Source: an optimization exercise on an open RTL-to-GDS flow (aim: small area and a short achievable clock period). Production flows keep margins and buffers that such runs may drop.
RTL that was checked went through simulation tests only; none was proved equivalent to the original.
No functional check of the RTL was part of run 2.
In runs 1, 3, 4 and 7 to 10 the design's own scripts or RTL, not TritonCTS, make the clock network.
The clock port is modelled as an ideal driver, which makes a skipped or thinned clock tree look cheaper than it is; a real chip needs a root buffer or a tree.
Power and IR drop assume default switching activity.

### design/flow/flow/abc.script
strash; dch -f; map -D 2200 -B 0.9; topo; stime -c; buffer -c; upsize -c -D 2200; dnsize -c -D 2200
### design/flow/flow/run.sh
#!/bin/bash
# ORFS layout through the standard.sh, with these changes:
# - the ports get small fast buffers (buf_1);
# - the clock tree is one level of four clkbuf_16 (flow/cts_manual.tcl);
# - timing repair aims below the clock period (SETUP_SLACK_MARGIN); the design is still
#   built and signed off at the design's period;
# - if flow/abc.script exists, synthesis maps the logic with it instead of ORFS's ABC
#   script (flow/synth.tcl is synth_recipe.tcl with that one change; registers are as in
#   the standard synthesis).
set -euo pipefail
here=$(pwd)
export MY_ABC_SCRIPT=$here/flow/abc.script
bash standard.sh \
  "SYNTH_SCRIPT=$here/flow/synth.tcl" \
  "ADDER_MAP_FILE=" \
  "BUFFER_PORTS_ARGS=-buffer_cell sky130_fd_sc_hd__buf_1" \
  "PRE_CTS_TCL=$here/flow/cts_manual.tcl" \
  "SETUP_SLACK_MARGIN=7.3" \
  finish > make_finish.log 2>&1
### design/flow/config.mk
export PLATFORM = sky130hd
export DESIGN_NAME = alu_top
export DESIGN_NICKNAME = alu_top
export VERILOG_FILES = /design/flow/design.v
export SDC_FILE = /design/flow/constraint.sdc
export NUM_CORES = 4
export LEC_CHECK = 0
export ABC_AREA = 1
export CAP_MARGIN = 20
export CORE_MARGIN = 2
export CORE_UTILIZATION = 72
export PLACE_DENSITY = 0.8
export SLEW_MARGIN = 20
### design/flow/design.v
module alu_top (
    input             clk,
    input      [3:0]  control,
    input             CI,
    input      [31:0] DATA_A,
    input      [31:0] DATA_B,
    output reg [31:0] OUT,
    output reg        CO,
    output reg        OVF,
    output reg        N,
    output reg        Z
);
reg  [3:0]  control_q;
reg         CI_q;
reg  [31:0] A_q, B_q;
wire [31:0] out_w;
wire        co_w, ovf_w, n_w, z_w;
always @(posedge clk) begin
    control_q <= control;
    CI_q      <= CI;
    A_q       <= DATA_A;
    B_q       <= DATA_B;
end
ALU #(.WIDTH(32)) alu (
    .control(control_q), .CI(CI_q), .DATA_A(A_q), .DATA_B(B_q),
    .OUT(out_w), .CO(co_w), .OVF(ovf_w), .N(n_w), .Z(z_w)
);
always @(posedge clk) begin
    OUT <= out_w;
    CO  <= co_w;
    OVF <= ovf_w;
    N   <= n_w;
    Z   <= z_w;
end
endmodule

module ALU #(parameter WIDTH=8)
    (
	  input [3:0] control,
	  input CI,
	  input [WIDTH-1:0] DATA_A,
	  input [WIDTH-1:0] DATA_B,
      output [WIDTH-1:0] OUT,
	  output CO,
	  output OVF,
	  output N, Z
    );
generate if (WIDTH == 32) begin : g_fast
wire c3 = control[3], c2 = control[2], c1 = control[1], c0 = control[0];
wire arith = ~c3 & (c2 | c1);                
wire sub   = c1;                             
wire inv   = arith & c1 & c0;                
wire cin   = ~c2 | ((c1 | c0) & CI);
wire k     = arith & (cin ^ inv);            
wire addop = ~c3 & c2 & ~c1;                 
wire subop = arith & c1;
wire [WIDTH-1:0] a = DATA_A;
wire [WIDTH-1:0] y = DATA_B ^ {WIDTH{sub}};
wire [WIDTH-1:0] p = a ^ y;
wire [WIDTH-1:0] g = a & y & {WIDTH{arith}};
wire [WIDTH-1:0] t = a | y;
wire addlike = arith & ~c1;                           
wire m11 = (~c3 & ~c2 & ~c1 & ~c0) | (arith & c1 & ~c0) | (c3 & c2 & ~(c1 & c0));   
wire m00 = (arith & c1 & ~c0) | (c3 & c2 & c1);                         
wire m10 = (~c3 & ~c2 & ~c1 & c0) | addlike | inv | (c3 & c2 & ~c1 & ~c0) | (c3 & c2 & c1 & c0);  
wire m01 = (~c3 & ~c2 & ~c1 & c0) | addlike | inv | (c3 & c2 & ~c1);    
wire [WIDTH-1:0] q = (a & DATA_B & {WIDTH{m11}}) | (a & ~DATA_B & {WIDTH{m10}})
                   | (~a & DATA_B & {WIDTH{m01}}) | (~a & ~DATA_B & {WIDTH{m00}});
wire [31:0] G0 = {g[30:0], k};
wire [31:0] P0 = {p[30:0], 1'b0};
wire G1_1 = G0[1] | (P0[1] & G0[0]);
wire G1_3 = G0[3] | (P0[3] & G0[2]);
wire P1_3 = P0[3] & P0[2];
wire G1_5 = G0[5] | (P0[5] & G0[4]);
wire P1_5 = P0[5] & P0[4];
wire G1_7 = G0[7] | (P0[7] & G0[6]);
wire P1_7 = P0[7] & P0[6];
wire G1_9 = G0[9] | (P0[9] & G0[8]);
wire P1_9 = P0[9] & P0[8];
wire G1_11 = G0[11] | (P0[11] & G0[10]);
wire P1_11 = P0[11] & P0[10];
wire G1_13 = G0[13] | (P0[13] & G0[12]);
wire P1_13 = P0[13] & P0[12];
wire G1_15 = G0[15] | (P0[15] & G0[14]);
wire P1_15 = P0[15] & P0[14];
wire G1_17 = G0[17] | (P0[17] & G0[16]);
wire P1_17 = P0[17] & P0[16];
wire G1_19 = G0[19] | (P0[19] & G0[18]);
wire P1_19 = P0[19] & P0[18];
wire G1_21 = G0[21] | (P0[21] & G0[20]);
wire P1_21 = P0[21] & P0[20];
wire G1_23 = G0[23] | (P0[23] & G0[22]);
wire P1_23 = P0[23] & P0[22];
wire G1_25 = G0[25] | (P0[25] & G0[24]);
wire P1_25 = P0[25] & P0[24];
wire G1_27 = G0[27] | (P0[27] & G0[26]);
wire P1_27 = P0[27] & P0[26];
wire G1_29 = G0[29] | (P0[29] & G0[28]);
wire P1_29 = P0[29] & P0[28];
wire G1_31 = G0[31] | (P0[31] & G0[30]);
wire P1_31 = P0[31] & P0[30];
wire G2_3 = G1_3 | (P1_3 & G1_1);
wire G2_7 = G1_7 | (P1_7 & G1_5);
wire P2_7 = P1_7 & P1_5;
wire G2_11 = G1_11 | (P1_11 & G1_9);
wire P2_11 = P1_11 & P1_9;
wire G2_15 = G1_15 | (P1_15 & G1_13);
wire P2_15 = P1_15 & P1_13;
wire G2_19 = G1_19 | (P1_19 & G1_17);
wire P2_19 = P1_19 & P1_17;
wire G2_23 = G1_23 | (P1_23 & G1_21);
wire P2_23 = P1_23 & P1_21;
wire G2_27 = G1_27 | (P1_27 & G1_25);
wire P2_27 = P1_27 & P1_25;
wire G2_31 = G1_31 | (P1_31 & G1_29);
wire P2_31 = P1_31 & P1_29;
wire G3_7 = G2_7 | (P2_7 & G2_3);
wire G3_15 = G2_15 | (P2_15 & G2_11);
wire P3_15 = P2_15 & P2_11;
wire G3_23 = G2_23 | (P2_23 & G2_19);
wire P3_23 = P2_23 & P2_19;
wire G3_31 = G2_31 | (P2_31 & G2_27);
wire P3_31 = P2_31 & P2_27;
wire G4_15 = G3_15 | (P3_15 & G3_7);
wire G4_31 = G3_31 | (P3_31 & G3_23);
wire P4_31 = P3_31 & P3_23;
wire G5_31 = G4_31 | (P4_31 & G4_15);
wire G6_23 = G3_23 | (P3_23 & G4_15);
wire G7_11 = G2_11 | (P2_11 & G3_7);
wire G7_19 = G2_19 | (P2_19 & G4_15);
wire G7_27 = G2_27 | (P2_27 & G6_23);
wire G8_5 = G1_5 | (P1_5 & G2_3);
wire G8_9 = G1_9 | (P1_9 & G3_7);
wire G8_13 = G1_13 | (P1_13 & G7_11);
wire G8_17 = G1_17 | (P1_17 & G4_15);
wire G8_21 = G1_21 | (P1_21 & G7_19);
wire G8_25 = G1_25 | (P1_25 & G6_23);
wire G8_29 = G1_29 | (P1_29 & G7_27);
wire G9_2 = G0[2] | (P0[2] & G1_1);
wire G9_4 = G0[4] | (P0[4] & G2_3);
wire G9_6 = G0[6] | (P0[6] & G8_5);
wire G9_8 = G0[8] | (P0[8] & G3_7);
wire G9_10 = G0[10] | (P0[10] & G8_9);
wire G9_12 = G0[12] | (P0[12] & G7_11);
wire G9_14 = G0[14] | (P0[14] & G8_13);
wire G9_16 = G0[16] | (P0[16] & G4_15);
wire G9_18 = G0[18] | (P0[18] & G8_17);
wire G9_20 = G0[20] | (P0[20] & G7_19);
wire G9_22 = G0[22] | (P0[22] & G8_21);
wire G9_24 = G0[24] | (P0[24] & G6_23);
wire G9_26 = G0[26] | (P0[26] & G8_25);
wire G9_28 = G0[28] | (P0[28] & G7_27);
wire G9_30 = G0[30] | (P0[30] & G8_29);
wire [31:0] c;   
assign c[0] = G0[0];
assign c[1] = G1_1;
assign c[2] = G9_2;
assign c[3] = G2_3;
assign c[4] = G9_4;
assign c[5] = G8_5;
assign c[6] = G9_6;
assign c[7] = G3_7;
assign c[8] = G9_8;
assign c[9] = G8_9;
assign c[10] = G9_10;
assign c[11] = G7_11;
assign c[12] = G9_12;
assign c[13] = G8_13;
assign c[14] = G9_14;
assign c[15] = G4_15;
assign c[16] = G9_16;
assign c[17] = G8_17;
assign c[18] = G9_18;
assign c[19] = G7_19;
assign c[20] = G9_20;
assign c[21] = G8_21;
assign c[22] = G9_22;
assign c[23] = G6_23;
assign c[24] = G9_24;
assign c[25] = G8_25;
assign c[26] = G9_26;
assign c[27] = G7_27;
assign c[28] = G9_28;
assign c[29] = G8_29;
assign c[30] = G9_30;
assign c[31] = G5_31;
assign OUT = q ^ c;
assign N = OUT[WIDTH-1];
wire [WIDTH-1:0] tq = inv ? g : (t & {WIDTH{arith}});
wire [WIDTH-1:0] pc = {tq[WIDTH-2:0], k};
assign Z = ~|(q ^ pc);
wire c32 = g[WIDTH-1] | (p[WIDTH-1] & c[WIDTH-1]);
assign CO  = (addop & c32) | (subop & ~OUT[WIDTH-1]);
assign OVF = arith & (c[WIDTH-1] ^ c32);
end else begin : g_generic
reg [WIDTH-1:0] R; reg RC, RV;
always @(*) begin
	RC = 1'b0; RV = 1'b0;
	case (control)
		4'b0000: R = DATA_A & DATA_B;
		4'b0001: R = DATA_A ^ DATA_B;
		4'b0010: R = DATA_A - DATA_B;
		4'b0011: R = DATA_B - DATA_A;
		4'b0100: {RC, R} = DATA_A + DATA_B;
		4'b0101: {RC, R} = DATA_A + DATA_B + CI;
		4'b0110: R = DATA_A - DATA_B + CI - 1;
		4'b0111: R = DATA_B - DATA_A + CI - 1;
		4'b1100: R = DATA_A | DATA_B;
		4'b1101: R = DATA_B;
		4'b1110: R = DATA_A ^ ~DATA_B;
		4'b1111: R = ~DATA_B;
		default: R = {WIDTH{1'b0}};
	endcase
	case (control)
		4'b0010, 4'b0110: begin RC = ~R[WIDTH-1]; RV = (DATA_A[WIDTH-1] & ~DATA_B[WIDTH-1] & ~R[WIDTH-1]) | (~DATA_A[WIDTH-1] & DATA_B[WIDTH-1] & R[WIDTH-1]); end
		4'b0011, 4'b0111: begin RC = ~R[WIDTH-1]; RV = (DATA_B[WIDTH-1] & ~DATA_A[WIDTH-1] & ~R[WIDTH-1]) | (~DATA_B[WIDTH-1] & DATA_A[WIDTH-1] & R[WIDTH-1]); end
		4'b0100, 4'b0101: RV = (DATA_A[WIDTH-1] & DATA_B[WIDTH-1] & ~R[WIDTH-1]) | (~DATA_A[WIDTH-1] & ~DATA_B[WIDTH-1] & R[WIDTH-1]);
		default: ;
	endcase
end
assign OUT = R; assign CO = RC; assign OVF = RV;
assign N = R[WIDTH-1];
assign Z = ~|R;
end endgenerate
endmodule
### design/flow/flow/cts_manual.tcl
# Read by ORFS's CTS step (PRE_CTS_TCL). Replaces clock_tree_synthesis with a one-level
# clock tree: the clock port drives four clkbuf_16, each of which drives the registers of
# one quadrant of the placement (split at the median x, then at the median y). Every
# register sees the same single buffer stage, so the tree adds no deliberate skew.
proc clock_tree_synthesis { args } {
  set block [ord::get_db_block]
  set master [[ord::get_db] findMaster sky130_fd_sc_hd__clkbuf_16]
  set clknet [[$block findBTerm clk] getNet]
  set sinks {}
  foreach it [$clknet getITerms] {
    set bb [[$it getInst] getBBox]
    lappend sinks [list $it [expr {([$bb xMin] + [$bb xMax]) / 2}] [expr {([$bb yMin] + [$bb yMax]) / 2}]]
  }
  set sorted [lsort -integer -index 1 $sinks]
  set half [expr {[llength $sorted] / 2}]
  set groups {}
  foreach col [list [lrange $sorted 0 [expr {$half - 1}]] [lrange $sorted $half end]] {
    set col [lsort -integer -index 2 $col]
    set h [expr {[llength $col] / 2}]
    lappend groups [lrange $col 0 [expr {$h - 1}]] [lrange $col $h end]
  }
  set g 0
  foreach grp $groups {
    set inst [odb::dbInst_create $block $master clkbuf_q$g]
    set net [odb::dbNet_create $block clknet_q$g]
    $net setSigType CLOCK
    [$inst findITerm A] connect $clknet
    [$inst findITerm X] connect $net
    set sx 0
    set sy 0
    foreach s $grp {
      set it [lindex $s 0]
      $it disconnect
      $it connect $net
      set sx [expr {$sx + [lindex $s 1]}]
      set sy [expr {$sy + [lindex $s 2]}]
    }
    set m [llength $grp]
    $inst setLocation [expr {$sx / $m}] [expr {$sy / $m}]
    $inst setPlacementStatus PLACED
    incr g
  }
  puts "cts_manual: clock port drives $g clkbuf_16, [llength $sinks] registers"
  set_propagated_clock [all_clocks]
}
### design/flow/constraint.sdc
create_clock -name core_clock -period 10.0 [get_ports {clk}]
set_input_delay 2.0000 -clock core_clock [delete_from_list [all_inputs] [get_ports {clk}]]
set_output_delay 2.0000 -clock core_clock [all_outputs]
set_load 0.01 [all_outputs]
### design/flow/flow/synth.tcl
proc synth {args} { yosys synth -nofsm -noshare {*}$args }
# Map the logic with this flow's own ABC script instead of ORFS's.
proc abc {args} {
  set i [lsearch -exact $args -script]
  if {$i >= 0} { lset args [expr {$i + 1}] $::env(MY_ABC_SCRIPT) }
  yosys abc {*}$args
}
source $::env(SCRIPTS_DIR)/synth.tcl
# left out here: clear keep_hierarchy, flatten, clean up, hide names made inside functions, write 1_2_yosys.v
### design/flow/standard.sh
#!/bin/bash
# synth_recipe.tcl (not shown) runs the flow's synth.tcl, then flattens the netlist and writes it again
# the make line also repeats each setting of config.mk as NAME=value (left out here)
make -C /OpenROAD-flow-scripts/flow DESIGN_CONFIG=/design/flow/config.mk WORK_HOME=/design/flow/orfs CLKGATE_MAP_FILE= SYNTH_SCRIPT=/design/flow/synth_recipe.tcl "${@:-finish}"
==> flow_summary.toml, run 1 <==
[synth]
yosys.area.top_type_share_pct = 37.0
ys_ff_latch = 104
synthDistinctLibCells = 35
async_reset_ff_share_pct = 0
netlist_instances = 808
synth_top_cell_by_area = "dfxtp_1"
syn_avg_cell_area_sq_um = 6.96
synth_edf_count = 0
yosys_warnings = 1
synthFlopType = "dfxtp_1"
yosysSeqAreaShare_pct = 37.0
synth_nets = 878
synth_area_leaders = "dfxtp_1, nand2_1, xor2_1, nand3_1, inv_1"
synthesis.area_sq_um = 5620

[setup_path]
path_buf_inv = 1
worstPathRequired_ns = 8.00
cpLargestDelayFamily = "flip-flops"
criticalPathCategory = "reg -> out"
cp.arrival_ns = 0.67
cp-start-kind = "register"
max_stage_delay_ns = 0.36
path_cells = "buf_1"
r2r_setup_slack_ns = 7.41
worstPathMaxFanout = 1
endpoint_kind = "primary output"
cp_slowest_cell = "dfxtp_1"

[finish]
final.fill_count = 504
layout-drive-gt1-share_pct = 8.26
area_growth_pct = 13.5
num_antenna_cells = 0
stdcell_count = 1010
fin_nets = 980
utilization_pct = 83.5

[drt]
via_per_inst = 5.79
avgRoutedWirePerCell_microns = 15.4
wl_microns = 15600
drtPass1Iterations = 5
antenna_left = 0
drt_iter0_drc = 369
drcViolationCount = 0
vias = 5846

[cts]
clkLatencyLatePin_ns = 0.16
clk_pin_slew_worst_paths_ns = 0.10
hold_buffers = 0

[floorplanning]
die_h_microns = 92.4
fp.dieW_microns = 92.4
die_area_sq_um = 8530
core_area_sq_um = 7650
num_io_pins = 106
placementRows = 32
start_util_pct = 73.5

[outcome]
status = "timing/DRC/antenna clean"

[pwr]
ir_drop_uv = 129
power_density_nw_per_um2 = 146
p_leak_uw = 0.00296

[timing]
final.min_clock_period_ns = 2.67
tightest_slew_ns = 0.714
fin_tns_setup_ns = 0
slew_headroom_pct = 52.3
layout_setup_ws_ns = 7.33
max_freq_mhz = 375
clock_skew_ns = 0.0105
fin_crit_sh_pct = 26.7
setup_violations = 0
hold_slack_ns = 0.620
drv_slew = 0
hold_viol_final = 0
rsz0062_at_grt = "yes"

[placed_design]
placed_cells = 992
io_buffers = 105
hpwl_microns = 10500
place_ws_ns = 5.50
place_congestion = 0.889

[grt]
track_usage_pct = 34.9
grt_max_degree = 39
grt_pass1_vias = 5635
grt-ovfl-total = 0
grt_pass1_wl_microns = 24700
antenna_found_initial = 0

[flow_run]
maxCapViolations = 0

[worst_hold_path]
hold_class = "reg -> reg"
through the flow:
stage               cell area, sq um  power [uW]
global placement                6060         732
finish                          6380         933
floorplan                       5620         669
global route                    6380         978
CTS                             6270         917
detailed placement              6060         744
sequential cells by signal, summed over array words and instances, names as in the netlist:
signal and cells:
control_q 4, B_q 32, CI_q 1, Z 1, OVF 1, A_q 32, CO 1, N 1
OUT 31
power breakdown:
| part | switching [uW] | internal (uW) | total [uW] |
|---|---|---|---|
| registers | 26.9 | 459 | 486 |
| logic | 173 | 101 | 274 |
| clock network | 99.6 | 73.6 | 173 |
layout by cell type, fill, tap and decap left out, drive strengths merged:
cell type / netlist / final
nor3b: 1 / 1
mux2i: 1 / 1
xnor2: 22 / 22
clkinvlp: 0 / 1
a22oi: 10 / 10
nor3: 2 / 2
a21boi: 3 / 3
inv: 72 / 72
buf: 14 / 123
a21oi: 37 / 37
dfxtp: 104 / 104
o22ai: 2 / 2
nand2b: 1 / 1
o21bai: 1 / 1
o21ai: 52 / 52
clkbuf: 14 / 4
nand2: 231 / 231
a31oi: 9 / 9
o211ai: 9 / 9
and3: 1 / 1
mux2: 6 / 6
nand3: 58 / 58
nor2: 65 / 66
o221ai: 1 / 1
nand4: 7 / 7
nand3b: 1 / 1
a21o: 1 / 1
a22o: 1 / 1
a211oi: 9 / 9
or2: 12 / 12
xor2: 60 / 60
area by class of cell:
cell class	count	area [sq um]	share of cell area, %
Inverter	73	285	4.47
Buffer	4	100	1.57
Tap cell	102	128	2.00
Sequential cell	104	2090	32.7
Timing Repair Buffer	123	553	8.66
Multi-Input combinational cell	604	3230	50.6
timing repair:
item,CTS,global route
endpoints found under the setup margin,35,11
gates resized for setup,13,30
buffers inserted,8,5
pin swaps,1,4
cloned,1,0
path summary, 6_finish.rpt:
kind           startpoint       to  cells after the start
max               OUT[10]  OUT[10]                      1
min               A_q[31]      OVF                      3
min reg2reg       A_q[31]      OVF                      3
max reg2reg  control_q[1]       CO                     15
cell usage after synthesis, drive strengths merged, types with 3 or more instances:
library cell / n
nand2: 231
dfxtp: 104
inv: 72
nor2: 65
xor2: 60
nand3: 58
o21ai: 52
a21oi: 37
xnor2: 22
buf: 14
clkbuf: 14
or2: 12
a22oi: 10
a211oi: 9
a31oi: 9
o211ai: 9
nand4: 7
mux2: 6
a21boi: 3
routing by layer:
metal,wire length [microns],GRT usage (%),share of wire [%],up-vias
met4,583,12.9,3.7,0
li1,-,-,-,2812
met1,5770,40.9,37,2604
met5,0,0,0,-
met3,1480,3.91,9.5,70
met2,7720,65.0,50,360
cells by family after synthesis:
logic type      after synthesis  share of synthesized area, %
compound gates              135                          13.9
xor+xnor                     82                          12.8
buf+inv                     101                          7.16
flops                       104                          37.0
mux                           7                          1.38
simple gates                379                          27.7
==> inputs of run 2 (changes only) <==
--- a/design/flow/design.v
+++ b/design/flow/design.v
@@ -190,3 +190,3 @@
 wire [WIDTH-1:0] pc = {tq[WIDTH-2:0], k};
-assign Z = ~|(q ^ pc);
+assign Z = ~|OUT;
 wire c32 = g[WIDTH-1] | (p[WIDTH-1] & c[WIDTH-1]);
==> flow_summary.toml, run 2 <==
[floorplanning]
num_io_pins = 106
placementRows = 31
start_util_pct = 75.0
fp.dieW_microns = 91.4
die_h_microns = 91.4

[synth]
syn_avg_cell_area_sq_um = 6.45
netlist_instances = 853
yosysSeqAreaShare_pct = 37.9
synth_edf_count = 0
synthFlopType = "dfxtp_1"
yosys_warnings = 1
synth_nets = 923
synthDistinctLibCells = 38
yosys.area.top_type_share_pct = 37.9
ys_ff_latch = 104
synth_area_leaders = "dfxtp_1, nand2_1, inv_1, nand3_1, o21ai_0"
synth_common_cells = "nand2_1, inv_1, dfxtp_1"
synth_top_cell_by_area = "dfxtp_1"
synthesis.area_sq_um = 5500
yosysMostFrequentCell = "nand2_1"
async_reset_ff_share_pct = 0

[placed_design]
place_congestion = 0.886
placed_cells = 1040
io_buffers = 105
hpwl_microns = 10900

[timing]
grt-worst-endpoint = "Z$_DFF_P_/D"
worst-ep-kind = "register data pin"

[grt]
grt-ovfl-total = 961
track_usage_pct = 105
grt_max_degree = 27

[outcome]
firstError = "[ERROR GRT-0232] Routing congestion too high. Check the congestion heatmap in the GUI."
status = "aborted with a tool error"
stop_stage = "global routing"
[run 2: cell count changes after synthesis, moves of 9 or more]
cell,before,now
a211oi_1,9,0
a22oi_1,10,1
a31oi_1,9,0
inv_1,72,122
nand2_1,231,306
nand3_1,58,73
nand3b_1,1,13
nor2_1,64,43
o31ai_1,0,10
xnor2_1,22,13
xor2_1,60,12
[run 2: logic make-up after synthesis]
kind of cell / synth area share, %
flops: 37.9
xor+xnor: 3.98
buf+inv: 10.7
fa+ha+maj: 0.182
simple gates: 34.7
mux: 0.182
compound gates: 12.4
[run 2: worst min-delay path by stage]
stage | start | endpoint | slack [ns]
2_1_floorplan | control_q[2] | CO | 0.52
3_5_place_dp | A_q[1] | OUT[2] | 0.63
3_3_place_gp | A_q[1] | OUT[2] | 0.62
4_1_cts | control_q[2] | CO | 0.65
[run 2: power groups by stage]
stage               clock network [uW]  logic, uW  registers, uW
floorplan                            0        154            496
global placement                     0        223            487
detailed placement                   0        234            488
CTS                                173        270            480
[run 2: per-stage QoR]
stage               instance area [sq um]  worst slack (ns)
detailed placement                   5920              6.24
floorplan                            5500              7.51
CTS                                  6590              7.26
global placement                     5920              6.40
[run 2: routing by layer]
layer  GRT overflow  track usage (%)
met3              6             74.9
met1             11             90.6
met4            166              114
met2            778              146
met5              0             26.9
[run 2: what timing repair did]
| action | CTS |
|---|---|
| hold buffers | 0 |
| setup buffers | 20 |
| gates resized for setup | 82 |
| pin swaps | 26 |
| endpoints found under the setup margin | 33 |
| cloned | 6 |
==> inputs of run 3 (changes only) <==
--- a/design/flow/design.v
+++ b/design/flow/design.v
@@ -190,3 +190,3 @@
 wire [WIDTH-1:0] pc = {tq[WIDTH-2:0], k};
-assign Z = ~|OUT;
+assign Z = ~|(q ^ pc);
 wire c32 = g[WIDTH-1] | (p[WIDTH-1] & c[WIDTH-1]);
--- a/design/flow/config.mk
+++ b/design/flow/config.mk
@@ -7,3 +7,2 @@
 export LEC_CHECK = 0
-export ABC_AREA = 1
 export CAP_MARGIN = 20
@@ -11,2 +10,3 @@
 export CORE_UTILIZATION = 72
+export GPL_TIMING_DRIVEN = 0
 export PLACE_DENSITY = 0.8
==> flow_summary.toml, run 3 <==
[outcome]
status = "timing/DRC/antenna clean"

[synth]
synth_common_cells = "nand2_1, dfxtp_1, inv_1"
synth_nets = 878
synth_top_cell_by_area = "dfxtp_1"
synthesis.area_sq_um = 5620
yosys.area.top_type_share_pct = 37.0
async_reset_ff_share_pct = 0
syn_avg_cell_area_sq_um = 6.96
netlist_instances = 808
synthFlopType = "dfxtp_1"
synth_edf_count = 0
yosysSeqAreaShare_pct = 37.0
ys_ff_latch = 104
synth_area_leaders = "dfxtp_1, nand2_1, xor2_1, nand3_1, inv_1"
yosysMostFrequentCell = "nand2_1"
yosys_warnings = 1
synthDistinctLibCells = 35

[setup_path]
max_stage_delay_ns = 0.35
r2r_setup_slack_ns = 7.29
cp-start-kind = "register"
worst_path_most_repeated_cell = "buf_6"
r2r_cells = 13
timing.rr.start = "control_q[1]"
worstPathRequired_ns = 8.00
worstPathMaxFanout = 2
r2r-end = "Z"
path_cells = "buf_6, buf_6"
cp_slowest_cell = "dfxtp_2"
criticalPathCategory = "reg -> out"
cp.arrival_ns = 0.72
endpoint_kind = "primary output"

[finish]
final.fill_count = 446
regArea_sq_um = 2080
stdcell_area_sq_um = 6650
area_growth_pct = 18.3
largestRegisters = "A_q: 32 flops, B_q: 32 flops, OUT: 31 flops"
layout-drive-gt1-share_pct = 11.6
layout_common_cells = "nand2_1, buf_1, dfxtp_1, inv_1"
layout_commonest_cell = "nand2_1"
multi_input_area_sq_um = 3340
fin_nets = 1001
num_antenna_cells = 0
stdcell_count = 1031

[drt]
antenna_left = 0
drcViolationCount = 0
vias = 6250
via_per_inst = 6.06
avgRoutedWirePerCell_microns = 17.4
drt_iter0_drc = 603
drtPass1Iterations = 6
wl_microns = 17900

[placed_design]
placed_cells = 1015
place_ws_ns = 6.71
hpwl_microns = 12000
place_congestion = 0.906
io_buffers = 105
placed_area_sq_um = 6150

[grt]
grt-ovfl-total = 0
grt_pass1_wl_microns = 26100
track_usage_pct = 37.9
antenna_found_initial = 0
grt_max_degree = 27
grt_pass1_vias = 5813

[worst_hold_path]
hold_class = "reg -> reg"
hold_end = "OVF"
holdCritStartpoint = "A_q[31]"
hold_depth = 3

[pwr]
power_density_nw_per_um2 = 144
ir_drop_uv = 131
p_leak_uw = 0.00308

[cts]
clk_pin_slew_worst_paths_ns = 0.10
hold_buffers = 0
clkLatencyLatePin_ns = 0.16

[timing]
final.min_clock_period_ns = 2.72
setup_violations = 0
layout_setup_ws_ns = 7.28
tightest_slew_ns = 0.753
hold_slack_ns = 0.647
slew_headroom_pct = 49.8
max_freq_mhz = 367
drv_slew = 0
rsz0062_at_grt = "yes"
clock_skew_ns = 0.0104
fin_crit_sh_pct = 27.2
hold_viol_final = 0
fin_tns_setup_ns = 0

[floorplanning]
die_h_microns = 92.4
die_area_sq_um = 8530
fp.dieW_microns = 92.4
num_io_pins = 106
placementRows = 32
core_area_sq_um = 7650
start_util_pct = 73.5

[flow_run]
maxCapViolations = 0
## run 3: timing repair
| action | CTS | global route |
|---|---|---|
| pin swaps | 3 | 8 |
| gates cloned | 0 | 0 |
| resized for setup | 39 | 73 |
| setup buffers | 7 | 5 |
| setup endpoints to repair | 23 | 17 |
## run 3: final cells by class
class                   count  share of cell area [%]
plain buffers              32                    4.83
inverters                  73                    4.23
multi-input cells         603                    50.3
flip-flops and latches    104                    31.3
well taps                 102                    1.92
repair buffers            117                    7.39
## run 3: per-layer routing
| metal | track usage [%] | part of all wire (%) | vias up |
|---|---|---|---|
| li1 | - | - | 2849 |
| met1 | 42.5 | 34 | 2765 |
| met2 | 67.8 | 46 | 490 |
| met3 | 6.59 | 12 | 146 |
| met4 | 20.6 | 7.2 | 0 |
| met5 | 0 | 0 | - |
## run 3: report_power, final
| group | switching, uW | internal, uW | leakage (uW) | total [uW] |
|---|---|---|---|---|
| Combinational | 191 | 112 | 0.00216 | 303 |
| Clock | 98.7 | 73.5 | 0.0000493 | 172 |
| Sequential | 24.2 | 459 | 0.000877 | 483 |
| Total | 314 | 645 | 0.00308 | 959 |
## run 3: metrics by stage
stage	power [uW]	util, %
2_1_floorplan	669	-
3_3_place_gp	739	80.4
3_5_place_dp	751	80.4
4_1_cts	931	84.0
5_1_grt	997	87.0
6_report	959	87.0
## run 3: worst max-delay path by stage
stage	from	end	slack, ns	cells past startpoint
after floorplan	N	OUT[31]	7.51	1
after global placement	control_q[3]	Z	6.77	13
after detailed placement	control_q[3]	Z	6.71	13
after CTS	N	OUT[31]	7.28	2
after global routing	control_q[1]	OUT[30]	7.15	20
final	N	OUT[31]	7.28	2
## run 3: cell families (layout without fill, tap and decap cells)
| kind of cell | after synthesis | count (layout) | share of synthesized area (%) |
|---|---|---|---|
| xor gates and xnor gates | 82 | 82 | 12.8 |
| muxes | 7 | 7 | 1.38 |
| AOI/OAI and AO/OA | 135 | 135 | 13.9 |
| and+or+nand+nor | 379 | 379 | 27.7 |
| DFF | 104 | 104 | 37.0 |
| buffers and inverters | 101 | 222 | 7.16 |
## run 3: worst max-delay path, delay by kind of cell, from the launching register on
kind,cells,cell delay [ns]
buffers and inverters,2,0.22
flip-flops,1,0.35
==> inputs of run 4 (changes only) <==
--- a/design/flow/config.mk
+++ b/design/flow/config.mk
@@ -9,4 +9,3 @@
 export CORE_MARGIN = 2
-export CORE_UTILIZATION = 72
-export GPL_TIMING_DRIVEN = 0
+export CORE_UTILIZATION = 68
 export PLACE_DENSITY = 0.8
==> flow_summary.toml, run 4 <==
[synth]
synth_area_leaders = "dfxtp_1, nand2_1, xor2_1, nand3_1, inv_1"
netlist_instances = 808
yosys.area.top_type_share_pct = 37.0
synth_common_cells = "nand2_1, dfxtp_1, inv_1"
yosys_warnings = 1
yosysMostFrequentCell = "nand2_1"
yosysSeqAreaShare_pct = 37.0
synth_edf_count = 0
ys_ff_latch = 104
syn_avg_cell_area_sq_um = 6.96
synth_nets = 878
synthDistinctLibCells = 35
synth_top_cell_by_area = "dfxtp_1"
synthFlopType = "dfxtp_1"
synthesis.area_sq_um = 5620
async_reset_ff_share_pct = 0

[outcome]
status = "timing/DRC/antenna clean"

[setup_path]
cp_slowest_cell = "dfxtp_1"
max_stage_delay_ns = 0.35
endpoint_kind = "primary output"
path_buf_inv = 1
worstPathRequired_ns = 8.00
cpLargestDelayFamily = "flip-flops"
criticalPathCategory = "reg -> out"
worstPathMaxFanout = 1
cp.arrival_ns = 0.66
path_cells = "buf_1"
cp-start-kind = "register"

[finish]
area_growth_pct = 16.2
fin_nets = 984
layout-drive-gt1-share_pct = 8.99
layout_common_cells = "nand2_1, buf_1, dfxtp_1, inv_1, nor2_1"
largestRegisters = "A_q: 32 flops, B_q: 32 flops, OUT: 31 flops"
utilization_pct = 80.4
num_antenna_cells = 0
layout_commonest_cell = "nand2_1"

[timing]
max_freq_mhz = 376
final.min_clock_period_ns = 2.66
hold_viol_final = 0
layout_setup_ws_ns = 7.34
fin_crit_sh_pct = 26.6
rsz0062_at_grt = "yes"
slew_headroom_pct = 70.7
clock_skew_ns = 0.00979
fin_tns_setup_ns = 0
drv_slew = 0
setup_violations = 0
tightest_slew_ns = 0.440

[worst_hold_path]
hold_class = "reg -> reg"

[floorplanning]
fp.dieW_microns = 94.9
placementRows = 33
num_io_pins = 106
die_area_sq_um = 9010
die_h_microns = 94.9
core_area_sq_um = 8130
start_util_pct = 69.1

[placed_design]
io_buffers = 105
place_congestion = 0.859
hpwl_microns = 9990
place_ws_ns = 6.22

[drt]
dr.max_layer_used = "met4"
drcViolationCount = 0
wl_microns = 15000
drtPass1Iterations = 5
drt_iter0_drc = 303
met3_length_microns = 1260
vias = 5705
avgRoutedWirePerCell_microns = 14.8
antenna_left = 0
met2_length_microns = 7570
met1_length_microns = 5800
via_per_inst = 5.61

[pwr]
power_density_nw_per_um2 = 143
p_leak_uw = 0.00305
ir_drop_uv = 115

[grt]
grt_pass1_wl_microns = 22800
track_usage_pct = 31.5
grt-ovfl-total = 0
grt_pass1_vias = 5148
grt_max_degree = 40
antenna_found_initial = 0

[cts]
clk_pin_slew_worst_paths_ns = 0.10
hold_buffers = 0
clkLatencyLatePin_ns = 0.16

[flow_run]
maxCapViolations = 0
## run 4: metrics by stage
stage	hold slack, ns	area (sq um)	total power [uW]	instances
global placement	0.591	6060	733	995
detailed placement	0.594	6090	743	997
CTS	0.615	6360	922	1009
global route	0.651	6540	987	1017
floorplan	0.550	5620	669	808
finish	0.620	6540	935	1017
## run 4: worst paths after layout
| path | from | to | slack, ns | cells after the start |
|---|---|---|---|---|
| setup / recovery | OUT[10] | OUT[10] | 7.34 | 1 |
| hold / removal | A_q[31] | OVF | 0.62 | 3 |
| setup reg to reg | control_q[1] | Z | 7.46 | 13 |
| hold reg to reg | A_q[31] | OVF | 0.62 | 3 |
## run 4: what timing repair did
action,in CTS,in global routing
pin swaps,1,5
resized for setup,18,33
gates cloned,2,2
buffers inserted,6,6
endpoints found under the setup margin,33,18
## run 4: final cells by class
type | count | area, sq um
Timing Repair Buffer | 127 | 687
Tap cell | 105 | 131
Multi-Input combinational cell | 603 | 3240
Fill cell | 585 | 1600
Buffer | 4 | 100
Sequential cell | 104 | 2090
Timing Repair inverter | 1 | 5.00
Inverter | 73 | 287
## run 4: cells by family after synthesis
family          after synthesis  share of synthesized area (%)
compound gates              135                           13.9
xor+xnor                     82                           12.8
buf+inv                     101                           7.16
flops                       104                           37.0
mux                           7                           1.38
simple gates                379                           27.7
## run 4: layer usage
| layer | up-vias | GRT usage [%] |
|---|---|---|
| met3 | 40 | 2.23 |
| met1 | 2559 | 38.5 |
| met5 | - | 0 |
| met2 | 288 | 58.4 |
| li1 | 2818 | - |
| met4 | 0 | 10.3 |
## run 4: worst reg2reg max path, delay by kind of cell (launching register included)
family	cells	cell delay, ns
AO/OA/AOI/OAI	1	0.31
XOR/XNOR	1	0.20
buffers and inverters	3	0.53
flip-flops	1	0.39
AND/OR/NAND/NOR	8	1.04
## run 4: power breakdown
group | total, uW | switching, uW | internal, uW | leakage [uW]
clock network | 174 | 100 | 73.6 | 0.0000493
registers | 485 | 25.7 | 459 | 0.000877
logic | 276 | 169 | 107 | 0.00212
total | 935 | 295 | 639 | 0.00305
==> inputs of run 5 (changes only) <==
--- a/design/flow/config.mk
+++ b/design/flow/config.mk
@@ -7,6 +7,7 @@
 export LEC_CHECK = 0
+export ABC_AREA = 1
 export CAP_MARGIN = 20
 export CORE_MARGIN = 2
-export CORE_UTILIZATION = 68
-export PLACE_DENSITY = 0.8
+export CORE_UTILIZATION = 80
+export PLACE_DENSITY = 0.85
 export SLEW_MARGIN = 20
==> flow_summary.toml, run 5 <==
[outcome]
status = "aborted with a tool error"
stop_stage = "global routing"
firstError = "[ERROR DPL-0038] Utilization greater than 100%, impossible to legalize"

[placed_design]
place_congestion = 0.920
io_buffers = 105
hpwl_microns = 11300

[synth]
netlist_instances = 808
yosys_warnings = 1
yosysMostFrequentCell = "nand2_1"
synthFlopType = "dfxtp_1"
synth_edf_count = 0
synth_common_cells = "nand2_1, dfxtp_1, inv_1"
synthAdderAreaFrac_pct = 0
yosys.area.top_type_share_pct = 37.0
synth_mux_area_share_pct = 1.38
synth_nets = 878
yosys.area_share.simple_pct = 27.7
synth_top_family_by_area = "simple AND/OR/NAND/NOR gates"
synth_area_leaders = "dfxtp_1, nand2_1, xor2_1, nand3_1, inv_1"
synth_compound_area_share_pct = 13.9
synth_xor_area_share_pct = 12.8
synthesis.area_sq_um = 5620
ys_ff_latch = 104
synth_top_cell_by_area = "dfxtp_1"
yosysSeqAreaShare_pct = 37.0
syn_avg_cell_area_sq_um = 6.96
synthDistinctLibCells = 35
async_reset_ff_share_pct = 0

[floorplanning]
placementRows = 30
start_util_pct = 82.8
die_h_microns = 87.8
num_io_pins = 106
fp.dieW_microns = 87.8

[cts]
hold_buffers = 0

[timing]
grt-worst-endpoint = "OUT[30]$_DFF_P_/D"
worst-ep-kind = "register data pin"

[grt]
grt_max_degree = 31
run 5: cell families after synthesis:
kind of cell	count (synthesis)
simple gates	379
compound gates	135
flops	104
buf+inv	101
xor+xnor	82
mux	7
run 5: worst min path at each step:
stage	start	endpoint	slack [ns]
floorplan	A_q[31]	OVF	0.55
global placement	A_q[31]	OVF	0.58
detailed placement	A_q[31]	OVF	0.62
CTS	A_q[31]	OVF	0.66
run 5: power by group through the flow:
stage | Sequential [uW] | Clock [uW] | Combinational (uW)
after CTS | 485 | 174 | 275
after floorplan | 503 | 0 | 167
after detailed placement | 493 | 0 | 254
after global placement | 489 | 0 | 240
run 5: per-stage QoR:
stage	cells	area [sq um]	hold slack, ns	setup WS, ns	utilization, %
2_1_floorplan	808	5620	0.550	7.51	-
3_3_place_gp	986	6050	0.581	6.47	89.0
3_5_place_dp	986	6050	0.622	6.20	89.0
4_1_cts	1000	6370	0.658	7.32	93.8
run 5: repair_timing:
action                                  CTS
gates cloned                              4
endpoints found under the setup margin   33
pin swaps                                 3
setup buffers                             6
endpoints found under the hold margin     0
gates resized for setup                  24
==> inputs of run 6 (changes only) <==
==> design/flow/flow/abc.script (replaced) <==
strash; dch -f; map -D 3000 -B 0.9; topo; stime -c; buffer -c; upsize -c -D 3000; dnsize -c -D 3000
==> flow_summary.toml, run 6 <==
[floorplanning]
num_io_pins = 106
fp.dieW_microns = 87.7
start_util_pct = 82.4
die_h_microns = 87.7
placementRows = 30

[outcome]
stop_stage = "global routing"
firstError = "[ERROR GRT-0232] Routing congestion too high. Check the congestion heatmap in the GUI."
status = "aborted with a tool error"

[placed_design]
place_congestion = 0.909
hpwl_microns = 11200
io_buffers = 105
placed_cells = 985

[synth]
syn_avg_cell_area_sq_um = 6.93
synth_common_cells = "nand2_1, dfxtp_1, inv_1"
synth_edf_count = 0
async_reset_ff_share_pct = 0
synth_area_leaders = "dfxtp_1, nand2_1, xor2_1, nand3_1, inv_1"
ys_ff_latch = 104
synth_nets = 878
synthDistinctLibCells = 33
synthesis.area_sq_um = 5600
yosys_warnings = 1
synthFlopType = "dfxtp_1"
yosysMostFrequentCell = "nand2_1"
yosysSeqAreaShare_pct = 37.2
synth_top_cell_by_area = "dfxtp_1"
netlist_instances = 808
yosys.area.top_type_share_pct = 37.2

[cts]
hold_buffers = 0

[timing]
worst-ep-kind = "register data pin"
grt-worst-endpoint = "Z$_DFF_P_/D"

[grt]
grt_max_degree = 38
track_usage_pct = 97.7
grt-ovfl-total = 614
run 6: routing by layer:
layer | track usage (%) | GRT overflow
met1 | 88.1 | 8
met2 | 132 | 470
met3 | 65.5 | 6
met4 | 114 | 128
met5 | 27.9 | 2
run 6: per-stage QoR:
step                      utilization, %  area (sq um)  worst slack [ns]  total power (uW)
after floorplan                        -          5600              7.37               668
after global placement              88.9          6040              5.71               728
after detailed placement            88.9          6040              5.44               747
after CTS                           92.4          6280              7.30               923
run 6: power groups by stage:
stage	Sequential (uW)	Clock, uW	Combinational (uW)
after floorplan	503	0	166
after global placement	494	0	235
after detailed placement	497	0	250
after CTS	485	173	265
run 6: cells by family after synthesis:
family                 Yosys count  share of synthesized area, %
buffers and inverters          101                          6.84
AO/OA/AOI/OAI                  135                          13.9
flip-flops                     104                          37.2
AND/OR/NAND/NOR                379                          27.8
XOR/XNOR                        82                          12.8
multiplexers                     7                          1.39
run 6: how the worst max path moves through the flow:
stage	endpoint	slack, ns	cells past startpoint
2_1_floorplan	Z	7.37	15
3_3_place_gp	OUT[30]	5.71	23
3_5_place_dp	OUT[30]	5.44	23
4_1_cts	OUT[30]	7.30	24
run 6: timing repair:
action	in CTS
endpoints found under the hold margin	0
gates resized for setup	15
gates cloned	1
pin swaps	1
setup buffers	11
endpoints found under the setup margin	35
==> inputs of run 7 (changes only) <==
--- a/design/flow/config.mk
+++ b/design/flow/config.mk
@@ -10,4 +10,3 @@
 export CORE_MARGIN = 2
-export CORE_UTILIZATION = 80
-export PLACE_DENSITY = 0.85
+export CORE_UTILIZATION = 40
 export SLEW_MARGIN = 20
==> flow_summary.toml, run 7 <==
[timing]
slew_headroom_pct = 73.9
clock_skew_ns = 0.0100
final.min_clock_period_ns = 2.66
setup_violations = 0
drv_slew = 0
fin_tns_setup_ns = 0
rsz0062_at_grt = "no"
tightest_slew_ns = 0.390
hold_viol_final = 0
max_freq_mhz = 376
fin_crit_sh_pct = 26.6

[drt]
vias = 5341
avgRoutedWirePerCell_microns = 13.5
antenna_left = 0
via_per_inst = 4.87
drt_iter0_drc = 334
drcViolationCount = 0
wl_microns = 14900
drtPass1Iterations = 5

[placed_design]
place_congestion = 0.822
hpwl_microns = 10300
placed_cells = 1072
io_buffers = 105

[synth]
netlist_instances = 808
yosysSeqAreaShare_pct = 37.2
yosysMostFrequentCell = "nand2_1"
synth_nets = 878
synth_edf_count = 0
synth_common_cells = "nand2_1, dfxtp_1, inv_1"
synth_top_cell_by_area = "dfxtp_1"
syn_avg_cell_area_sq_um = 6.93
synthDistinctLibCells = 33
synthesis.area_sq_um = 5600
synth_area_leaders = "dfxtp_1, nand2_1, xor2_1, nand3_1, inv_1"
ys_ff_latch = 104
yosys_warnings = 1
yosys.area.top_type_share_pct = 37.2
async_reset_ff_share_pct = 0
synthFlopType = "dfxtp_1"

[setup_path]
criticalPathCategory = "reg -> out"
endpoint_kind = "primary output"
worstPathRequired_ns = 8.00
cp-start-kind = "register"
max_stage_delay_ns = 0.35
r2r_cells = 13
cp_slowest_cell = "dfxtp_1"
cp.arrival_ns = 0.66
cp.depth = 1
path_cells = "buf_1"
path_buf_inv = 1
worstPathMaxFanout = 1
cpLargestDelayFamily = "flip-flops"

[finish]
fin_nets = 989
area_growth_pct = 19.2
layout_common_cells = "nand2_1, dfxtp_1, buf_1, inv_1, nor2_1"
stdcell_count = 1097
layout_commonest_cell = "nand2_1"
layout-drive-gt1-share_pct = 9.71
num_antenna_cells = 0
largestRegisters = "A_q: 32 flops, B_q: 32 flops, OUT: 31 flops"

[floorplanning]
num_io_pins = 106
die_area_sq_um = 15000
die_h_microns = 122
core_area_sq_um = 13800
placementRows = 43
start_util_pct = 40.6
fp.dieW_microns = 122

[outcome]
status = "timing/DRC/antenna clean"

[flow_run]
maxCapViolations = 0

[pwr]
power_density_nw_per_um2 = 140
p_leak_uw = 0.00308
ir_drop_uv = 72.8

[grt]
grt_pass1_wl_microns = 23200
antenna_found_initial = 0
grt_max_degree = 47
grt_pass1_vias = 4797
grt-ovfl-total = 0
track_usage_pct = 18.9

[worst_hold_path]
hold_depth = 3
hold_class = "reg -> reg"

[cts]
clk_pin_slew_worst_paths_ns = 0.10
clkLatencyLatePin_ns = 0.16
hold_buffers = 0
[run 7: report_power, final]
group | switching, uW | leakage, uW | total [uW] | internal [uW]
Clock | 99.6 | 0.0000493 | 173 | 73.5
Combinational | 167 | 0.00215 | 275 | 108
Sequential | 25.2 | 0.000877 | 484 | 459
Total | 292 | 0.00308 | 932 | 641
[run 7: per-layer routing]
metal / part of all wire, % / vias up / GRT usage [%]
li1: - / 2820 / -
met2: 45 / 144 / 32.4
met5: 0 / - / 0
met1: 47 / 2358 / 26.4
met3: 4.8 / 19 / 0.883
met4: 2.3 / 0 / 4.31
[run 7: timing repair]
| item | 4_1_cts | 5_1_grt |
|---|---|---|
| endpoints found under the setup margin | 33 | 21 |
| setup buffers | 7 | 11 |
| pin swaps | 1 | 6 |
| gates cloned | 2 | 1 |
| resized for setup | 24 | 34 |
[run 7: layout make-up]
cell class | instances | area, sq um
Fill cell | 1467 | 7100
Buffer | 4 | 100
Tap cell | 180 | 225
Timing Repair inverter | 1 | 6.26
Sequential cell | 104 | 2090
Timing Repair Buffer | 132 | 706
Multi-Input combinational cell | 603 | 3250
Inverter | 73 | 290
[run 7: worst min-delay path, stage by stage, from the launching register on]
cell     delay, ns
dfxtp_1       0.37
nor2_1        0.07
nor2_1        0.09
nor2_1        0.05
[run 7: metrics by stage]
stage / area, sq um / power (uW) / setup WS (ns) / hold slack (ns) / util (%)
2_1_floorplan: 5600 / 668 / 7.37 / 0.550 / -
3_3_place_gp: 6160 / 745 / 6.31 / 0.614 / 44.8
3_5_place_dp: 6160 / 744 / 6.15 / 0.608 / 44.8
4_1_cts: 6470 / 925 / 7.31 / 0.627 / 47.0
5_1_grt: 6670 / 993 / 7.28 / 0.702 / 48.4
6_report: 6670 / 932 / 7.34 / 0.623 / 48.4
[run 7: cell families after synthesis]
family / after synthesis / share of synthesized area, %
multiplexers: 7 / 1.39
flip-flops: 104 / 37.2
AO/OA/AOI/OAI: 135 / 13.9
AND/OR/NAND/NOR: 379 / 27.8
XOR/XNOR: 82 / 12.8
buffers and inverters: 101 / 6.84
[run 7: final timing paths]
kind | start | endpoint | slack, ns
min reg2reg | A_q[31] | OVF | 0.62
min | A_q[31] | OVF | 0.62
max reg2reg | control_q[1] | Z | 7.51
max | OUT[26] | OUT[26] | 7.34
==> inputs of run 8 (changes only) <==
--- a/design/flow/config.mk
+++ b/design/flow/config.mk
@@ -10,3 +10,4 @@
 export CORE_MARGIN = 2
-export CORE_UTILIZATION = 40
+export CORE_UTILIZATION = 65
+export PLACE_DENSITY = 0.75
 export SLEW_MARGIN = 20
==> flow_summary.toml, run 8 <==
[timing]
drv_slew = 0
setup_violations = 0
max_freq_mhz = 374
fin_tns_setup_ns = 0
rsz0062_at_grt = "yes"
slew_headroom_pct = 47.9
tightest_slew_ns = 0.781
clock_skew_ns = 0.0134
hold_viol_final = 0
final.min_clock_period_ns = 2.67
fin_crit_sh_pct = 26.7

[finish]
final.fill_count = 663
largestRegisters = "A_q: 32 flops, B_q: 32 flops, OUT: 31 flops"
layout_commonest_cell = "nand2_1"
stdcell_area_sq_um = 6490
multi_input_area_sq_um = 3250
area_growth_pct = 16.0
layout_common_cells = "nand2_1, buf_1, dfxtp_1, inv_1, xor2_1"
regArea_sq_um = 2090
fin_nets = 987
num_antenna_cells = 0
layout-drive-gt1-share_pct = 9.40

[synth]
synth_area_leaders = "dfxtp_1, nand2_1, xor2_1, nand3_1, inv_1"
synthDistinctLibCells = 33
netlist_instances = 808
synthAdderAreaFrac_pct = 0
synthFlopType = "dfxtp_1"
async_reset_ff_share_pct = 0
synth_top_family_by_area = "simple AND/OR/NAND/NOR gates"
syn_avg_cell_area_sq_um = 6.93
yosys.area.top_type_share_pct = 37.2
synth_edf_count = 0
yosysMostFrequentCell = "nand2_1"
ys_ff_latch = 104
yosys.area_share.simple_pct = 27.8
synth_xor_area_share_pct = 12.8
yosys_warnings = 1
synth_compound_area_share_pct = 13.9
synth_common_cells = "nand2_1, dfxtp_1, inv_1"
synthesis.area_sq_um = 5600
synth_top_cell_by_area = "dfxtp_1"
synth_mux_area_share_pct = 1.39
synth_nets = 878
yosysSeqAreaShare_pct = 37.2

[setup_path]
timing.rr.start = "control_q[1]"
endpoint_kind = "primary output"
cp_slowest_cell = "dfxtp_1"
cpLargestDelayFamily = "flip-flops"
r2r_cells = 22
path_buf_inv = 1
worstPathRequired_ns = 8.00
r2r_setup_slack_ns = 7.38
criticalPathCategory = "reg -> out"
startpoint = "OUT[10]"
cp.depth = 1
cp-start-kind = "register"
worstPathMaxFanout = 1
r2r-end = "OUT[30]"
path_cells = "buf_1"
max_stage_delay_ns = 0.35
crit_path_end = "OUT[10]"
cp.arrival_ns = 0.67

[pwr]
power_density_nw_per_um2 = 144
p_leak_uw = 0.00303
ir_drop_uv = 109

[placed_design]
hpwl_microns = 9880
io_buffers = 105
place_congestion = 0.913
placed_area_sq_um = 6060

[grt]
grt_pass1_vias = 5157
antenna_found_initial = 0
grt_pass1_wl_microns = 24000
track_usage_pct = 30.0
grt_max_degree = 39
grt-ovfl-total = 0

[flow_run]
maxCapViolations = 0

[drt]
met1_length_microns = 6100
met3_length_microns = 1270
via_per_inst = 5.60
dr.max_layer_used = "met4"
drcViolationCount = 0
vias = 5714
drt_iter0_drc = 357
avgRoutedWirePerCell_microns = 14.9
drtPass1Iterations = 5
met2_length_microns = 7280
antenna_left = 0
wl_microns = 15200

[floorplanning]
placementRows = 33
start_util_pct = 67.5
die_area_sq_um = 9370
num_io_pins = 106
core_area_sq_um = 8300
fp.dieW_microns = 96.8
die_h_microns = 96.8

[cts]
clk_pin_slew_worst_paths_ns = 0.10
clkLatencyLatePin_ns = 0.17
hold_buffers = 0

[outcome]
status = "timing/DRC/antenna clean"

[worst_hold_path]
hold_class = "reg -> reg"
## run 8: cell count changes in the layout (fill, tap and decap cells not counted), sizes merged
| cell | change |
|---|---|
| clkinv | +1 |
| inv | +1 |
| nor2 | +1 |
| clkbuf | -3 |
| clkinvlp | -2 |
| nand2 | +1 |
| buf | -1 |
## run 8: final cells by class
| cell class | instances | share of cell area [%] |
|---|---|---|
| multi-input combinational | 605 | 50.0 |
| sequential | 104 | 32.1 |
| timing repair buffer | 128 | 9.85 |
| inverter | 73 | 4.35 |
| tap | 105 | 2.02 |
| buffer | 4 | 1.54 |
| timing repair inverter | 1 | 0.0771 |
## run 8: layer usage
| layer | track usage, % | vias to the layer above |
|---|---|---|
| met1 | 40.3 | 2542 |
| met5 | 0 | - |
| met2 | 52.2 | 295 |
| met3 | 1.81 | 61 |
| li1 | - | 2816 |
| met4 | 8.34 | 0 |
## run 8: through the flow
stage	setup slack (ns)	utilization, %	cells	hold WS [ns]	power [uW]
2_1_floorplan	7.37	-	808	0.550	668
3_3_place_gp	5.90	73.0	995	0.588	734
3_5_place_dp	5.66	73.0	995	0.604	742
4_1_cts	7.30	76.2	1007	0.630	923
5_1_grt	7.18	78.2	1020	0.681	986
6_report	7.33	78.2	1020	0.647	938
## run 8: timing repair
item | CTS | global route
buffers inserted | 5 | 11
setup endpoints to repair | 35 | 14
cloned | 3 | 2
resized for setup | 20 | 27
pin swaps | 2 | 8
## run 8: cells by family (layout without fill, tap and decap cells)
family | after synthesis | count (layout)
buffers and inverters | 101 | 206
multiplexers | 7 | 7
AO/OA/AOI/OAI | 135 | 135
flip-flops | 104 | 104
AND/OR/NAND/NOR | 379 | 381
XOR/XNOR | 82 | 82
## run 8: where the power goes
group	leakage [uW]	switching, uW	internal [uW]
Sequential	0.000877	24.9	459
Combinational	0.00211	171	105
Clock	0.0000493	103	73.8
Total	0.00303	300	638
## run 8: how the worst min path moves through the flow
stage | start | to | slack (ns) | depth (start not counted)
finish | A_q[31] | OVF | 0.65 | 3
global route | A_q[31] | OVF | 0.68 | 3
CTS | A_q[31] | OVF | 0.63 | 3
detailed placement | A_q[31] | OVF | 0.60 | 3
global placement | A_q[31] | OVF | 0.59 | 3
floorplan | A_q[31] | OVF | 0.55 | 3
==> inputs of run 9 (changes only) <==
--- a/design/flow/config.mk
+++ b/design/flow/config.mk
@@ -10,4 +10,4 @@
 export CORE_MARGIN = 2
-export CORE_UTILIZATION = 65
-export PLACE_DENSITY = 0.75
+export CORE_UTILIZATION = 72
+export PLACE_DENSITY = 0.8
 export SLEW_MARGIN = 20
==> flow_summary.toml, run 9 <==
[finish]
fin_nets = 991
num_antenna_cells = 0
layout_common_cells = "nand2_1, dfxtp_1, buf_1, inv_1, xor2_1"
layout-drive-gt1-share_pct = 11.6
stdcell_count = 1021
area_growth_pct = 18.6
largestRegisters = "A_q: 32 flops, B_q: 32 flops, OUT: 31 flops"
utilization_pct = 86.8
layout_commonest_cell = "nand2_1"

[setup_path]
cp_slowest_cell = "dfxtp_1"
cp-start-kind = "register"
max_stage_delay_ns = 0.34
worstPathMaxFanout = 1
criticalPathCategory = "reg -> out"
r2r_setup_slack_ns = 7.37
path_cells = "buf_1"
cpLargestDelayFamily = "flip-flops"
path_buf_inv = 1
cp.arrival_ns = 0.67
worstPathRequired_ns = 8.00
endpoint_kind = "primary output"

[grt]
grt_util_met1_pct = 41.3
antenna_found_initial = 0
grt_max_degree = 39
met3_usage_pct = 2.96
track_usage_pct = 34.8
use_met2_pct = 63.1
busiest_layer = "met2"
grt-ovfl-total = 0
grt_pass1_wl_microns = 24400
grt_pass1_vias = 5560

[synth]
synth_mux_area_share_pct = 1.39
synth_top_cell_by_area = "dfxtp_1"
synthDistinctLibCells = 33
syn_avg_cell_area_sq_um = 6.93
async_reset_ff_share_pct = 0
synth_compound_area_share_pct = 13.9
synth_area_leaders = "dfxtp_1, nand2_1, xor2_1, nand3_1, inv_1"
synth_nets = 878
netlist_instances = 808
synth_xor_area_share_pct = 12.8
yosys.area_share.simple_pct = 27.8
synth_common_cells = "nand2_1, dfxtp_1, inv_1"
synthFlopType = "dfxtp_1"
synthesis.area_sq_um = 5600
synthAdderAreaFrac_pct = 0
yosys.area.top_type_share_pct = 37.2
yosysSeqAreaShare_pct = 37.2
yosys_warnings = 1
synth_top_family_by_area = "simple AND/OR/NAND/NOR gates"
yosysMostFrequentCell = "nand2_1"
ys_ff_latch = 104
synth_edf_count = 0

[placed_design]
place_congestion = 0.865
placed_cells = 995
io_buffers = 105
hpwl_microns = 10300

[drt]
avgRoutedWirePerCell_microns = 16.1
via_per_inst = 5.81
drt_iter0_drc = 346
wl_microns = 16500
drtPass1Iterations = 7
antenna_left = 0
vias = 5929
drcViolationCount = 0

[pwr]
ir_drop_uv = 171
power_density_nw_per_um2 = 144
p_leak_uw = 0.00308

[floorplanning]
die_h_microns = 92.2
fp.dieW_microns = 92.2
placementRows = 32
start_util_pct = 73.2
die_area_sq_um = 8500
core_area_sq_um = 7650
num_io_pins = 106

[timing]
drv_slew = 0
max_freq_mhz = 374
fin_crit_sh_pct = 26.7
slew_headroom_pct = 68.1
tightest_slew_ns = 0.476
clock_skew_ns = 0.0117
hold_slack_ns = 0.646
fin_tns_setup_ns = 0
rsz0062_at_grt = "no"
hold_viol_final = 0
setup_violations = 0
final.min_clock_period_ns = 2.67

[worst_hold_path]
hold_class = "reg -> reg"

[cts]
clkLatencyLatePin_ns = 0.16
clk_pin_slew_worst_paths_ns = 0.10

[outcome]
status = "timing/DRC/antenna clean"

[flow_run]
maxCapViolations = 0
## run 9: cell counts after synthesis
Identical to the previous run, type by type.
## run 9: layout make-up
type	count	area, sq um
buffer	4	100
fill	433	1010
inverter	73	289
multi-input combinational	603	3300
sequential	104	2090
tap	102	128
timing repair buffer	133	716
timing repair inverter	2	12.5
## run 9: through the flow
step                      setup WS [ns]  instance area [sq um]  power [uW]
final                              7.33                   6640         954
after global placement             5.87                   6060         731
after floorplan                    7.37                   5600         668
after CTS                          7.30                   6360         922
after detailed placement           6.49                   6080         743
after global routing               7.21                   6640         995
## run 9: logic make-up (layout without fill, tap and decap cells)
kind of cell,after synthesis,after routing
mux,7,7
compound gates,135,135
xor+xnor,82,82
simple gates,379,379
buf+inv,101,212
flops,104,104
## run 9: power breakdown
part           switching (uW)  internal [uW]  total [uW]
sequential               26.2            459         485
combinational             181            111         292
clock                     103           73.7         176
total                     310            644         954
## run 9: what timing repair did
item	in CTS	in global routing
endpoints found under the setup margin	31	19
pin swaps	1	18
gates cloned	3	2
setup buffers	8	9
hold buffers	0	0
resized for setup	16	61
## run 9: final timing paths
path,start,endpoint,cells past startpoint
max reg2reg,control_q[1],Z,13
min,control_q[3],CO,3
max,OUT[6],OUT[6],1
min reg2reg,control_q[3],CO,3
## run 9: routing by layer
layer  share of wire [%]  vias up  wire length (microns)
met5                   0        -                      0
met4                 5.0        0                    815
met3                 8.7       89                   1430
met2                  50      357                   8210
met1                  36     2648                   6000
li1                    -     2835                      -
==> inputs of run 10 (changes only) <==
==> design/flow/flow/abc.script (replaced) <==
strash; dch -f; map -D 2500 -B 0.9; topo; stime -c; buffer -c; upsize -c -D 2500; dnsize -c -D 2500
==> flow_summary.toml, run 10 <==
[timing]
slew_headroom_pct = 50.8
tightest_slew_ns = 0.737
final.min_clock_period_ns = 2.68
drv_slew = 0
max_freq_mhz = 374
hold_slack_ns = 0.628
fin_crit_sh_pct = 26.8
rsz0062_at_grt = "yes"
fin_tns_setup_ns = 0
clock_skew_ns = 0.0135
layout_setup_ws_ns = 7.32
hold_viol_final = 0
setup_violations = 0

[synth]
synth_top_cell_by_area = "dfxtp_1"
yosysSeqAreaShare_pct = 37.2
ys_ff_latch = 104
synth_mux_area_share_pct = 1.38
synthAdderAreaFrac_pct = 0
synth_compound_area_share_pct = 13.9
synth_top_family_by_area = "simple AND/OR/NAND/NOR gates"
synth_area_leaders = "dfxtp_1, nand2_1, xor2_1, nand3_1, inv_1"
yosys_warnings = 1
netlist_instances = 808
yosysMostFrequentCell = "nand2_1"
yosys.area_share.simple_pct = 27.8
synth_edf_count = 0
async_reset_ff_share_pct = 0
synthDistinctLibCells = 34
syn_avg_cell_area_sq_um = 6.93
yosys.area.top_type_share_pct = 37.2
synth_xor_area_share_pct = 12.8
synthFlopType = "dfxtp_1"
synthesis.area_sq_um = 5600
synth_nets = 878
synth_common_cells = "nand2_1, dfxtp_1, inv_1"

[setup_path]
worstPathRequired_ns = 8.00
endpoint_kind = "primary output"
cp.arrival_ns = 0.68
cpLargestDelayFamily = "flip-flops"
criticalPathCategory = "reg -> out"
path_cells = "buf_1"
cp_slowest_cell = "dfxtp_1"
path_buf_inv = 1
worstPathMaxFanout = 1
cp-start-kind = "register"
max_stage_delay_ns = 0.35

[floorplanning]
start_util_pct = 73.3
core_area_sq_um = 7650
num_io_pins = 106
die_h_microns = 92.2
fp.dieW_microns = 92.2
placementRows = 32
die_area_sq_um = 8500

[placed_design]
place_congestion = 0.858
place_ws_ns = 6.10
placed_cells = 993
io_buffers = 105
hpwl_microns = 10200

[cts]
clkLatencyLatePin_ns = 0.17
clk_pin_slew_worst_paths_ns = 0.10

[flow_run]
maxCapViolations = 0

[pwr]
ir_drop_uv = 132
p_leak_uw = 0.00310
power_density_nw_per_um2 = 144

[grt]
track_usage_pct = 34.0
grt_pass1_vias = 5440
grt_pass1_wl_microns = 23900
grt-ovfl-total = 0
antenna_found_initial = 1
grt_max_degree = 39

[finish]
final.fill_count = 464
layout_common_cells = "nand2_1, buf_1, dfxtp_1, inv_1"
area_growth_pct = 18.5
num_antenna_cells = 0
largestRegisters = "A_q: 32 flops, B_q: 32 flops, OUT: 31 flops"
utilization_pct = 86.8
regArea_sq_um = 2090
layout_commonest_cell = "nand2_1"
multi_input_area_sq_um = 3270
layout-drive-gt1-share_pct = 11.0
stdcell_count = 1027
fin_nets = 997

[drt]
via_per_inst = 5.87
drtPass1Iterations = 6
antenna_left = 0
avgRoutedWirePerCell_microns = 16.1
drcViolationCount = 0
vias = 6025
wl_microns = 16500
drt_iter0_drc = 496

[outcome]
status = "timing/DRC/antenna clean"

[worst_hold_path]
hold_class = "reg -> reg"
-- run 10: changes by cell type after synthesis --
cell / previous run / this run
clkbuf_1: 25 / 22
buf_2: 0 / 4
buf_1: 2 / 1
-- run 10: final cells by class --
type	count	area share, %
repair inverters	1	0.0754
repair buffers	139	11.5
flip-flops and latches	104	31.5
well taps	102	1.92
inverters	73	4.37
plain buffers	4	1.51
multi-input cells	604	49.2
-- run 10: per-stage QoR --
| step | total power, uW | area, sq um |
|---|---|---|
| floorplan | 668 | 5600 |
| global placement | 731 | 6060 |
| detailed placement | 742 | 6060 |
| CTS | 925 | 6380 |
| global route | 996 | 6640 |
| finish | 954 | 6640 |
-- run 10: logic make-up after synthesis --
kind of cell,Yosys count
flops,104
simple gates,379
compound gates,135
buf+inv,101
xor+xnor,82
mux,7
-- run 10: final timing paths --
| check | from | to | slack, ns | depth (start not counted) |
|---|---|---|---|---|
| worst max-delay path | OUT[17] | OUT[17] | 7.32 | 1 |
| worst min-delay path | A_q[31] | OVF | 0.63 | 3 |
| worst max register to register | control_q[1] | Z | 7.36 | 12 |
| worst min register to register | A_q[31] | OVF | 0.63 | 3 |
-- run 10: repair_timing --
item                       in CTS  in global routing
resized for setup              20                 36
setup buffers                  12                 13
cloned                          3                  2
pin swaps                       3                  9
hold buffers                    0                  0
setup endpoints to repair      33                 18
-- run 10: routing by layer --
metal	part of all wire (%)	routed length, microns	vias up	GRT usage, %
met2	48	7860	387	64.2
li1	-	-	2845	-
met4	6.1	1010	2	14.2
met1	37	6050	2693	38.7
met3	9.7	1600	98	3.45
met5	0.079	13	-	0
-- run 10: report_power, final --
part           leakage [uW]  switching (uW)  internal [uW]
Combinational       0.00218             178            111
Clock             0.0000493             106           73.9
Sequential         0.000877            26.2            459

-- separate check: timing with driven ports --
How much do the figures lean on ideal ports? The routed layouts below were timed once more, with nothing changed but the port constraints.
Step 1 assumes that a clkbuf_16 drives the clock port and a buf_2 every other input.
Step 2 moves the port delays by t, midway between the first and last clock arrival at a register: inputs arrive t later, outputs are due t later. That takes back most of the time a late clock gives input paths.
Three values: ideal ports, drivers, drivers and shift; two values: the first two.
| run | t (ns) | setup slack, ns | worst hold slack (ns) | slew at the worst register clock pin (ns) |
|---|---|---|---|---|
| run 1 | 0.240 | 7.330 / 7.245 / 7.415 | 0.620 / 0.620 / 0.620 | 0.10 / 0.10 |
| run 3 | 0.245 | 7.279 / 7.189 / 7.286 | 0.647 / 0.647 / 0.647 | 0.10 / 0.10 |
| run 4 | 0.241 | 7.337 / 7.251 / 7.456 | 0.620 / 0.620 / 0.620 | 0.10 / 0.10 |
| run 7 | 0.246 | 7.340 / 7.253 / 7.499 | 0.623 / 0.623 / 0.623 | 0.10 / 0.10 |
| run 8 | 0.243 | 7.329 / 7.245 / 7.381 | 0.647 / 0.647 / 0.647 | 0.10 / 0.10 |
| run 9 | 0.242 | 7.328 / 7.243 / 7.373 | 0.646 / 0.646 / 0.646 | 0.10 / 0.10 |
| run 10 | 0.246 | 7.324 / 7.237 / 7.359 | 0.628 / 0.628 / 0.628 | 0.10 / 0.10 |
After both steps every run listed still meets setup and hold.
